Source: an optimization exercise on an open RTL-to-GDS flow (aim: small area). Production flows keep margins and buffers that such runs may drop.
At most, simulation tests tie the RTL to the original design; equivalence was not proved.
The clock input has no modelled driver; a real chip could not lean on it and would need a root buffer or a full tree.
No activity file was given, so power comes from the tool's default toggle rates.

== 01-28 ==
==> module top, before the edit <==
module top (
  input  logic hz100, reset,
  input  logic [19:0] pb,
  output logic [6:0] ss7, ss6, ss5, ss4, ss3, ss2, ss1, ss0
);
  logic [1:0] delay;
  logic [4:0] key;
  logic act;
  assign act = delay[0] & ~delay[1];
  assign key[0] = pb[19]|pb[17]|pb[15]|pb[13]|pb[11]|pb[9]|pb[7]|pb[5]|pb[3]|pb[1];
  assign key[1] = pb[19]|pb[18]|pb[15]|pb[14]|pb[11]|pb[10]|pb[7]|pb[6]|pb[3]|pb[2];
  assign key[2] = pb[15]|pb[14]|pb[13]|pb[12]|pb[7]|pb[6]|pb[5]|pb[4];
  assign key[3] = pb[15]|pb[14]|pb[13]|pb[12]|pb[11]|pb[10]|pb[9]|pb[8];
  assign key[4] = pb[19]|pb[18]|pb[17]|pb[16];
  logic k_digit, k_eq, k_back, k_op;
  assign k_digit = act & ~key[4];
  assign k_eq    = act & key[4] & (key[3:0] == 4'd0);
  assign k_back  = act & key[4] & (key[3:0] == 4'd1);
  assign k_op    = act & key[4] & (key[3:1] == 3'd1);
  logic [31:0] current, save, data;
  logic sub, show;
  localparam int LOW = 6;
  logic [31:0] a, b, sum, result;
  logic [32:0] c;
  logic s;
  assign s = sub & ~key[1];
  assign a = {save[31:LOW] & {(32-LOW){~key[1]}}, save[LOW-1:0]};
  assign b = current ^ {{(32-LOW){s}}, {LOW{sub}}};
  genvar i;
  for (i = 0; i < 32; i = i + 1) begin : g_add
    logic cin;
    if (i == 0)
      assign cin = sub;
    else if (i == LOW)
      assign cin = c[i] & ~key[1];
    else
      assign cin = c[i];
    assign sum[i] = a[i] ^ b[i] ^ cin;
    assign c[i+1] = (a[i] & b[i]) | (a[i] & cin) | (b[i] & cin);
  end
  assign result = {sum[31:LOW], key[1] ? current[LOW-1:0] : sum[LOW-1:0]};
  always_ff @(posedge hz100, posedge reset) begin
    if (reset)
      delay <= 2'b00;
    else
      delay <= {delay[0], |pb};
  end
  always_ff @(posedge hz100, posedge reset) begin
    if (reset) begin
      current <= 32'b0;
      save <= 32'b0;
      sub <= 1'b0;
      show <= 1'b0;
    end else begin
      if (k_digit) begin
        if (show)
          current <= {28'b0, key[3:0]};
        else if (current[31:28] == 4'b0)
          current <= {current[27:0], key[3:0]};
      end else if (k_back & ~show) begin
        current <= {4'b0, current[31:4]};
      end else if (k_op & show) begin
        current <= 32'b0;
      end
      if (k_eq | (k_op & ~show))
        save <= result;
      if (k_op)
        sub <= key[0];
      if (k_digit)
        show <= 1'b0;
      else if (k_eq | k_op)
        show <= 1'b1;
    end
  end
  assign data = show ? save : current;
  logic [7:0] nz;    
  logic [7:0] lit;   
  for (i = 0; i < 8; i = i + 1) begin : g_nz
    assign nz[i] = |data[4*i+3:4*i];
  end
  assign lit[7] = nz[7];
  for (i = 1; i < 7; i = i + 1) begin : g_lit
    assign lit[i] = lit[i+1] | nz[i];
  end
  assign lit[0] = 1'b1;
  ssdec s0(.in(data[3:0]),   .out(ss0), .enable(lit[0]));
  ssdec s1(.in(data[7:4]),   .out(ss1), .enable(lit[1]));
  ssdec s2(.in(data[11:8]),  .out(ss2), .enable(lit[2]));
  ssdec s3(.in(data[15:12]), .out(ss3), .enable(lit[3]));
  ssdec s4(.in(data[19:16]), .out(ss4), .enable(lit[4]));
  ssdec s5(.in(data[23:20]), .out(ss5), .enable(lit[5]));
  ssdec s6(.in(data[27:24]), .out(ss6), .enable(lit[6]));
  ssdec s7(.in(data[31:28]), .out(ss7), .enable(lit[7]));
endmodule
clock: 15.0 ns
lec_check: 0
cap_margin: 20
core_margin: 2
core_utilization: 60
place_density: 0.75
slew_margin: 20
standard.sh (not shown) runs the stock make flow with config.mk's settings and CLKGATE_MAP_FILE= SYNTH_SCRIPT=/design/flow/synth_recipe.tcl, a recipe that flattens the netlist after the stock synthesis.
==> flow/flow/run.sh <==
#!/bin/bash
# Own layout flow: the standard flow, with an area-oriented synthesis
# mapping (ABC script in flow/abc_area.script, full adders only, no half
# adders), the smallest buffer on the ports and a smaller clock tree.
set -euo pipefail
work=$(pwd)
{
  echo "proc abc {args} {"
  echo "  set i [lsearch -exact \$args -script]"
  echo "  if {\$i >= 0} { lset args [expr {\$i + 1}] $work/flow/abc_area.script }"
  echo "  yosys abc {*}\$args"
  echo "}"
  echo "proc extract_fa {args} { yosys extract_fa -fa }"
  cat synth_recipe.tcl
} > own_synth.tcl
bash standard.sh SYNTH_SCRIPT=$work/own_synth.tcl \
  "BUFFER_PORTS_ARGS=-buffer_cell sky130_fd_sc_hd__buf_1" \
  "CTS_ARGS=-sink_clustering_enable -repair_clock_nets -dont_use_dummy_load -buf_list sky130_fd_sc_hd__clkbuf_8 -root_buf sky130_fd_sc_hd__clkbuf_8 -sink_clustering_size 30 -sink_clustering_max_diameter 200" \
  finish > flow_make.log 2>&1
==> flow/flow/abc_area.script <==
strash
 balance -l
 resub -K 6 -l
 rewrite -l
 resub -K 6 -N 2 -l
 refactor -l
 resub -K 8 -l
 balance -l
 resub -K 8 -N 2 -l
 rewrite -l
 resub -K 10 -l
 rewrite -z -l
 resub -K 10 -N 2 -l
 balance -l
 resub -K 12 -l
 refactor -z -l
 resub -K 12 -N 2 -l
 rewrite -z -l
 balance -l
 balance -l
 resub -K 6 -l
 rewrite -l
 resub -K 6 -N 2 -l
 refactor -l
 resub -K 8 -l
 balance -l
 resub -K 8 -N 2 -l
 rewrite -l
 resub -K 10 -l
 rewrite -z -l
 resub -K 10 -N 2 -l
 balance -l
 resub -K 12 -l
 refactor -z -l
 resub -K 12 -N 2 -l
 rewrite -z -l
 balance -l
 dch -f
 amap
 topo
Inputs modified between 01-28 and 11-07:
diff --git a/flow/design.v b/flow/design.v
--- a/flow/design.v
+++ b/flow/design.v
@@ -18,29 +18,36 @@
   assign k_eq    = act & key[4] & (key[3:0] == 4'd0);
   assign k_back  = act & key[4] & (key[3:0] == 4'd1);
   assign k_op    = act & key[4] & (key[3:1] == 3'd1);
   logic [31:0] current, save, data;
-  logic sub, show;
+  logic sub, show, saved;
   localparam int LOW = 6;
-  logic [31:0] a, b, sum, result;
+  logic w_eq, w_cp;
+  assign w_eq = k_eq;
+  assign w_cp = k_op & ~show;
+  logic [31:0] a, b, sum, save_next;
   logic [32:0] c;
   logic s;
-  assign s = sub & ~key[1];
-  assign a = {save[31:LOW] & {(32-LOW){~key[1]}}, save[LOW-1:0]};
-  assign b = current ^ {{(32-LOW){s}}, {LOW{sub}}};
+  assign s = sub & w_eq;
+  assign a = {save[31:LOW] & {(32-LOW){saved & ~w_cp}}, save[LOW-1:0] & {LOW{saved}}};
+  assign b = {(current[31:LOW] ^ {(32-LOW){s}}) & {(32-LOW){w_eq | w_cp}},
+              current[LOW-1:0] ^ {LOW{sub}}};
   genvar i;
   for (i = 0; i < 32; i = i + 1) begin : g_add
     logic cin;
     if (i == 0)
       assign cin = sub;
     else if (i == LOW)
-      assign cin = c[i] & ~key[1];
+      assign cin = c[i] & w_eq;
     else
       assign cin = c[i];
     assign sum[i] = a[i] ^ b[i] ^ cin;
     assign c[i+1] = (a[i] & b[i]) | (a[i] & cin) | (b[i] & cin);
   end
-  assign result = {sum[31:LOW], key[1] ? current[LOW-1:0] : sum[LOW-1:0]};
+  assign save_next = {sum[31:LOW],
+                      w_eq ? sum[LOW-1:0] : w_cp ? current[LOW-1:0] : save[LOW-1:0]};
+  always_ff @(posedge hz100)
+    save <= save_next;
   always_ff @(posedge hz100, posedge reset) begin
     if (reset)
       delay <= 2'b00;
     else
@@ -48,9 +55,9 @@
   end
   always_ff @(posedge hz100, posedge reset) begin
     if (reset) begin
       current <= 32'b0;
-      save <= 32'b0;
+      saved <= 1'b0;
       sub <= 1'b0;
       show <= 1'b0;
     end else begin
       if (k_digit) begin
@@ -63,9 +70,9 @@
       end else if (k_op & show) begin
         current <= 32'b0;
       end
       if (k_eq | (k_op & ~show))
-        save <= result;
+        saved <= 1'b1;
       if (k_op)
         sub <= key[0];
       if (k_digit)
         show <= 1'b0;
Results
11-07 against 01-28: basic-gate share of the synthesized area counting and, or, nand and nor cells picked up an extra 1.4 points, fraction of area in multi-input gates grew by 0.32 points, highest ir drop seen on vdd grew by 1.1%, post-route fraction of the period consumed by the critical path +2.3 points, total power down 0.079 mW. Summary of 11-07 over 01-28: minimum clock period after layout rose by 0.34 ns, fraction of the core area covered by cells at the end of the flow rose by 1.5 points.


RTL: one of the versions met above, not the one the previous note started from.
For scale: about 600 cells after synthesis, ~69 flip-flops, roughly 78 I/O pins, about 0.0049 mm^2 of cells after synthesis.
==> module top, before the edit <==
module top (
  input  logic hz100, reset,
  input  logic [19:0] pb,
  output logic [6:0] ss7, ss6, ss5, ss4, ss3, ss2, ss1, ss0
);
  logic [1:0] delay;
  logic [4:0] key;
  logic act;
  assign act = delay[0] & ~delay[1];
  assign key[0] = pb[19]|pb[17]|pb[15]|pb[13]|pb[11]|pb[9]|pb[7]|pb[5]|pb[3]|pb[1];
  assign key[1] = pb[19]|pb[18]|pb[15]|pb[14]|pb[11]|pb[10]|pb[7]|pb[6]|pb[3]|pb[2];
  assign key[2] = pb[15]|pb[14]|pb[13]|pb[12]|pb[7]|pb[6]|pb[5]|pb[4];
  assign key[3] = pb[15]|pb[14]|pb[13]|pb[12]|pb[11]|pb[10]|pb[9]|pb[8];
  assign key[4] = pb[19]|pb[18]|pb[17]|pb[16];
  logic k_digit, k_eq, k_back, k_op;
  assign k_digit = act & ~key[4];
  assign k_eq    = act & key[4] & (key[3:0] == 4'd0);
  assign k_back  = act & key[4] & (key[3:0] == 4'd1);
  assign k_op    = act & key[4] & (key[3:1] == 3'd1);
  logic [31:0] current, save, data;
  logic sub, show, saved;
  localparam int LOW = 6;
  logic w_eq, w_cp;
  assign w_eq = k_eq;
  assign w_cp = k_op & ~show;
  logic [31:0] a, b, sum, save_next;
  logic [32:0] c;
  logic s;
  assign s = sub & w_eq;
  assign a = {save[31:LOW] & {(32-LOW){saved & ~w_cp}}, save[LOW-1:0] & {LOW{saved}}};
  assign b = {(current[31:LOW] ^ {(32-LOW){s}}) & {(32-LOW){w_eq | w_cp}},
              current[LOW-1:0] ^ {LOW{sub}}};
  genvar i;
  for (i = 0; i < 32; i = i + 1) begin : g_add
    logic cin;
    if (i == 0)
      assign cin = sub;
    else if (i == LOW)
      assign cin = c[i] & w_eq;
    else
      assign cin = c[i];
    assign sum[i] = a[i] ^ b[i] ^ cin;
    assign c[i+1] = (a[i] & b[i]) | (a[i] & cin) | (b[i] & cin);
  end
  assign save_next = {sum[31:LOW],
                      w_eq ? sum[LOW-1:0] : w_cp ? current[LOW-1:0] : save[LOW-1:0]};
  always_ff @(posedge hz100)
    save <= save_next;
  always_ff @(posedge hz100, posedge reset) begin
    if (reset)
      delay <= 2'b00;
    else
      delay <= {delay[0], |pb};
  end
  always_ff @(posedge hz100, posedge reset) begin
    if (reset) begin
      current <= 32'b0;
      saved <= 1'b0;
      sub <= 1'b0;
      show <= 1'b0;
    end else begin
      if (k_digit) begin
        if (show)
          current <= {28'b0, key[3:0]};
        else if (current[31:28] == 4'b0)
          current <= {current[27:0], key[3:0]};
      end else if (k_back & ~show) begin
        current <= {4'b0, current[31:4]};
      end else if (k_op & show) begin
        current <= 32'b0;
      end
      if (k_eq | (k_op & ~show))
        saved <= 1'b1;
      if (k_op)
        sub <= key[0];
      if (k_digit)
        show <= 1'b0;
      else if (k_eq | k_op)
        show <= 1'b1;
    end
  end
  assign data = show ? save : current;
  logic [7:0] nz;    
  logic [7:0] lit;   
  for (i = 0; i < 8; i = i + 1) begin : g_nz
    assign nz[i] = |data[4*i+3:4*i];
  end
  assign lit[7] = nz[7];
  for (i = 1; i < 7; i = i + 1) begin : g_lit
    assign lit[i] = lit[i+1] | nz[i];
  end
  assign lit[0] = 1'b1;
  ssdec s0(.in(data[3:0]),   .out(ss0), .enable(lit[0]));
  ssdec s1(.in(data[7:4]),   .out(ss1), .enable(lit[1]));
  ssdec s2(.in(data[11:8]),  .out(ss2), .enable(lit[2]));
  ssdec s3(.in(data[15:12]), .out(ss3), .enable(lit[3]));
  ssdec s4(.in(data[19:16]), .out(ss4), .enable(lit[4]));
  ssdec s5(.in(data[23:20]), .out(ss5), .enable(lit[5]));
  ssdec s6(.in(data[27:24]), .out(ss6), .enable(lit[6]));
  ssdec s7(.in(data[31:28]), .out(ss7), .enable(lit[7]));
endmodule
Settings: LEC_CHECK=0, CAP_MARGIN=20, CORE_MARGIN=2, CORE_UTILIZATION=60, PLACE_DENSITY=0.75, SLEW_MARGIN=20; clock period 15.0 ns.
==> flow/flow/run.sh <==
#!/bin/bash
# Own layout flow: the standard flow, with an area-oriented synthesis
# mapping (ABC script in flow/abc_area.script, full adders only, no half
# adders), the smallest buffer on the ports, and in place of the clock
# tree 4 clock buffers that each drive a group of registers (clk_post.tcl).
set -euo pipefail
work=$(pwd)
{
  echo "proc abc {args} {"
  echo "  set i [lsearch -exact \$args -script]"
  echo "  if {\$i >= 0} { lset args [expr {\$i + 1}] $work/flow/abc_area.script }"
  echo "  yosys abc {*}\$args"
  echo "}"
  echo "proc extract_fa {args} { yosys extract_fa -fa }"
  cat synth_recipe.tcl
} > own_synth.tcl
export POST_CTS_TCL=$work/flow/clk_post.tcl
bash standard.sh SYNTH_SCRIPT=$work/own_synth.tcl \
  "BUFFER_PORTS_ARGS=-buffer_cell sky130_fd_sc_hd__buf_1" \
  "CTS_ARGS=-sink_clustering_enable -repair_clock_nets -dont_use_dummy_load -buf_list sky130_fd_sc_hd__clkbuf_8 -root_buf sky130_fd_sc_hd__clkbuf_8 -sink_clustering_size 30 -sink_clustering_max_diameter 200" \
  finish > flow_make.log 2>&1
Scripts as last shown in full above: flow/flow/abc_area.script
Other scripts of this flow, unchanged in this note and not shown: flow/flow/clk_post.tcl
Change:
--- a/flow/design.v
+++ b/flow/design.v
@@ -47,6 +47,16 @@
                       w_eq ? sum[LOW-1:0] : w_cp ? current[LOW-1:0] : save[LOW-1:0]};
   always_ff @(posedge hz100)
     save <= save_next;
+  logic sel_l, sel_r, sel_n, sel_h;
+  logic [31:0] cur_next;
+  assign sel_l = k_digit & ~show & (current[31:28] == 4'b0);
+  assign sel_r = k_back & ~show;
+  assign sel_n = (k_digit | k_op) & show;
+  assign sel_h = ~(sel_l | sel_r | sel_n);
+  assign cur_next = ({32{sel_h}} & current)
+                  | ({32{sel_l}} & {current[27:0], key[3:0]})
+                  | ({32{sel_r}} & {4'b0, current[31:4]})
+                  | ({32{sel_n & k_digit}} & {28'b0, key[3:0]});
   always_ff @(posedge hz100, posedge reset) begin
     if (reset)
       delay <= 2'b00;
@@ -60,16 +70,7 @@
       sub <= 1'b0;
       show <= 1'b0;
     end else begin
-      if (k_digit) begin
-        if (show)
-          current <= {28'b0, key[3:0]};
-        else if (current[31:28] == 4'b0)
-          current <= {current[27:0], key[3:0]};
-      end else if (k_back & ~show) begin
-        current <= {4'b0, current[31:4]};
-      end else if (k_op & show) begin
-        current <= 32'b0;
-      end
+      current <= cur_next;
       if (k_eq | (k_op & ~show))
         saved <= 1'b1;
       if (k_op)
Effect: The changed run passed the timing, DRC and antenna checks. Die area falls by 1.3%. Design area goes down by 1.0%. Maximum frequency is higher by 0.58%. Setup slack is better by 86 ps. Power is higher by 33%. Routed wire length drops by 1.8%. First-iteration DRC count does not change. Hold slack hardly moves. Via count falls by 2.0%. Clock skew is about the same. Sequential share of layout area climbs by 0.31 points.
The RTL of the second run of this note was laid out without a check of its function. No run of this note takes its clock network from TritonCTS; it comes from the design's own scripts or RTL.

[separate check: timing with driven ports]
The flow's constraints put no driver on any port. The routed layouts listed below were extracted and timed again, unchanged, in two steps.
Step 1 sets driving cells, clkbuf_16 on the clock port and buf_2 on the other inputs (assumed; they add their load-dependent delay and slew).
Step 2 moves the port delays by t, midway between the first and last clock arrival at a register: inputs arrive t later, outputs are due t later. That takes back most of the time a late clock gives input paths.
Three values: ideal, step 1, step 2; two values: the first two.
| run | t (ns) | setup slack, ns | latest minus earliest clock arrival (ns) |
|---|---|---|---|
| 01-28 | 0.362 | 0.600 / 0.609 / 0.246 | 0.015 / 0.015 |
| 11-07 | 0.365 | 0.262 / 0.280 / -0.085 | 0.017 / 0.017 |
| the first run of note 2 | 0.228 | 0.253 / 0.297 / 0.069 | 0.011 / 0.010 |
| the second run of note 2 | 0.220 | 0.338 / 0.364 / 0.144 | 0.010 / 0.010 |
With both steps, setup timing fails in 11-07, where it was met with ideal ports. For 01-28, which loses most, drivers alone change the setup slack by +0.009 ns; drivers and shift together by -0.354 ns.
